This is an optimization exercise on Yosys and OpenROAD, whose aim is small area, a short achievable clock period and few clock cycles, not a production implementation.
Function was checked by simulation only, so behaviour that the tests miss may differ from the original.

## run 1
// axi_stream_insert_header
module axi_stream_insert_header #(
    parameter DATA_WD = 64,
    parameter DATA_BYTE_WD = DATA_WD / 8,
    parameter BYTE_CNT_WD = $clog2(DATA_BYTE_WD)
) (
    input                       clk             ,
    input                       rst_n           ,
    input                       valid_in        ,
    input [DATA_WD-1 : 0]       data_in         ,
    input [DATA_BYTE_WD-1 : 0]  keep_in         ,
    input                       last_in         ,
    output                      ready_in        ,
    output                      valid_out       ,
    output [DATA_WD-1 : 0]      data_out        ,
    output [DATA_BYTE_WD-1 : 0] keep_out        ,
    output                      last_out        ,
    input                       ready_out       ,
    input                       valid_insert    ,
    input [DATA_WD-1 : 0]       data_insert     ,
    input [DATA_BYTE_WD-1 : 0]  keep_insert     ,
    input [BYTE_CNT_WD : 0]     byte_insert_cnt ,
    output                      ready_insert
    );
export LEC_CHECK = 0
export CAP_MARGIN = 20
export CORE_MARGIN = 2
export CORE_UTILIZATION = 40
export PLACE_DENSITY = 0.6
export SLEW_MARGIN = 20
create_clock -name core_clock -period 5.0 [get_ports {clk}]
standard.sh (not shown) runs the stock make flow with config.mk's settings and CLKGATE_MAP_FILE= SYNTH_SCRIPT=/design/flow/synth_recipe.tcl, a recipe that flattens the netlist after the stock synthesis.
==> flow/flow/run.sh <==
#!/bin/bash
# The standard ORFS layout (standard.sh), with these changes:
# - synthesis maps the logic with an area-oriented ABC script (flow/area.abc);
#   registers, flattening and names are synth_recipe.tcl's, unchanged;
# - every port is buffered with the smallest buffer cell (the resizer may
#   still upsize it) instead of the default choice;
# - clock tree: clkbuf_8 buffers and no dummy loads;
# - timing repair up to CTS aims for PRE_MARGIN ns of setup slack on the worst
#   path only; after global routing it only repairs up to POST_MARGIN.
set -euo pipefail
W=$PWD
PRE_MARGIN=${PRE_MARGIN:-1.7}
POST_MARGIN=${POST_MARGIN:-0}
COMMON=(
  "SYNTH_SCRIPT=$W/flow/my_synth.tcl"
  "MY_ABC_SCRIPT=$W/flow/area.abc"
  "FLOW_SYNTH_TCL=$W/synth_recipe.tcl"
  "BUFFER_PORTS_ARGS=-buffer_cell sky130_fd_sc_hd__buf_1"
  "CTS_ARGS=-sink_clustering_enable -repair_clock_nets -dont_use_dummy_load -buf_list sky130_fd_sc_hd__clkbuf_8 -root_buf sky130_fd_sc_hd__clkbuf_8"
  "TNS_END_PERCENT=0"
)
bash standard.sh "${COMMON[@]}" "SETUP_SLACK_MARGIN=$PRE_MARGIN" cts > flow_to_cts.log 2>&1
bash standard.sh "${COMMON[@]}" "SETUP_SLACK_MARGIN=$POST_MARGIN" finish > flow_to_finish.log 2>&1
==> flow/flow/area.abc <==
strash
dch
map -a
amap
topo
stime -c
==> flow/flow/my_synth.tcl <==
# The standard flow's synthesis script (synth_recipe.tcl), with ABC mapping the logic by
# the area-oriented script in MY_ABC_SCRIPT instead of ORFS's own script.
proc abc {args} {
  set i [lsearch -exact $args -script]
  if { $i >= 0 } { lset args [expr { $i + 1 }] $::env(MY_ABC_SCRIPT) }
  set i [lsearch -exact $args -D]
  if { $i >= 0 } { set args [lreplace $args $i [expr { $i + 1 }]] }
  puts "abc (own script): $args"
  yosys abc {*}$args
}
source $::env(FLOW_SYNTH_TCL)
No stage failed in run 1, and the final checks on the layout all came back clean.
Testbench counts of run 1, summed over its fixed seeds: cycles 11,954.
[inputs] run 2 vs run 1
- PLACE_DENSITY changed from 0.6 to 0.75
- CORE_UTILIZATION changed from 40 to 55
--- a/flow/flow/run.sh
+++ b/flow/flow/run.sh
@@ -10,5 +10,5 @@
 set -euo pipefail
 W=$PWD
-PRE_MARGIN=${PRE_MARGIN:-1.7}
+PRE_MARGIN=${PRE_MARGIN:-2.0}
 POST_MARGIN=${POST_MARGIN:-0}
 COMMON=(
==> comparison <==
- Via count delta (run 2 − run 1): unfavourable
- Area growth from synthesis to final layout: run 2 higher than run 1
- The non-clock buffer count reported for run 2 is smaller than that of run 1 by 2.
- The flow did not stop early for run 1: all stages ran, and the layout cleared the timing, DRC and antenna checks.
- Run 2: flow completed, timing, DRC and antenna clean
- Initial core utilization for run 2 is higher than for run 1.
- Summary of run 2 over run 1: multi-input gate share of the layout cell area rose by 1.3 points; final weighted congestion in routability-driven placement increased about 0.9%; design area shows an increase of about 1.2%.
#### Input delta (run 3 over run 2)
- CORE_UTILIZATION now 40, was 55
- PLACE_DENSITY now 0.6, was 0.75
Findings:
Run 3 reached the end of the flow, and the finished layout is clean on the timing, DRC and antenna checks. Higher length of routed met2 wiring was reported by run 3, not run 2. Summary of run 3 over run 2: post-route fraction of the period consumed by the critical path moved down, critical path depth increased by 1 relative to the old numbers, fmax grew by about 1%, number of buffers inserted during clock tree synthesis barely changed, met3 track utilization from global routing went down. In terms of number of hold buffers added after CTS, run 3 and run 2 differ only marginally.

## static timing again, ports no longer ideal
Ports are ideal in the flow. The routed layouts listed here were re-timed in OpenROAD.
Step 1, drivers: a clkbuf_16 drives clk and a buf_2 each remaining input, both assumed.
Step 2 adds t to the input delays and takes it off the output delays; t is the mean of the earliest and latest rising clock arrival at the registers after step 1. Input paths then give back, and output paths get back, about the clock's delay inside the block.
a / b / c = no drivers / after step 1 / after step 2; a / b = the first two.
run | t (ns) | slack for setup (ns) | hold WS [ns] | worst setup path at the end | worst data-port slew with drivers (ns)
run 1 | 0.396 | 1.565 / 1.532 / 1.178 | 0.396 / 0.382 / 0.461 | input to register | 0.06
run 2 | 0.394 | 1.799 / 1.764 / 1.572 | 0.398 / 0.386 / 0.467 | input to register | 0.05
run 3 | 0.395 | 1.831 / 1.794 / 1.508 | 0.394 / 0.380 / 0.461 | input to register | 0.06
After both steps setup and hold are still met in every run listed. The setup slack of run 1, which loses most, moves by -0.033 ns with the drivers and by -0.387 ns with both steps.
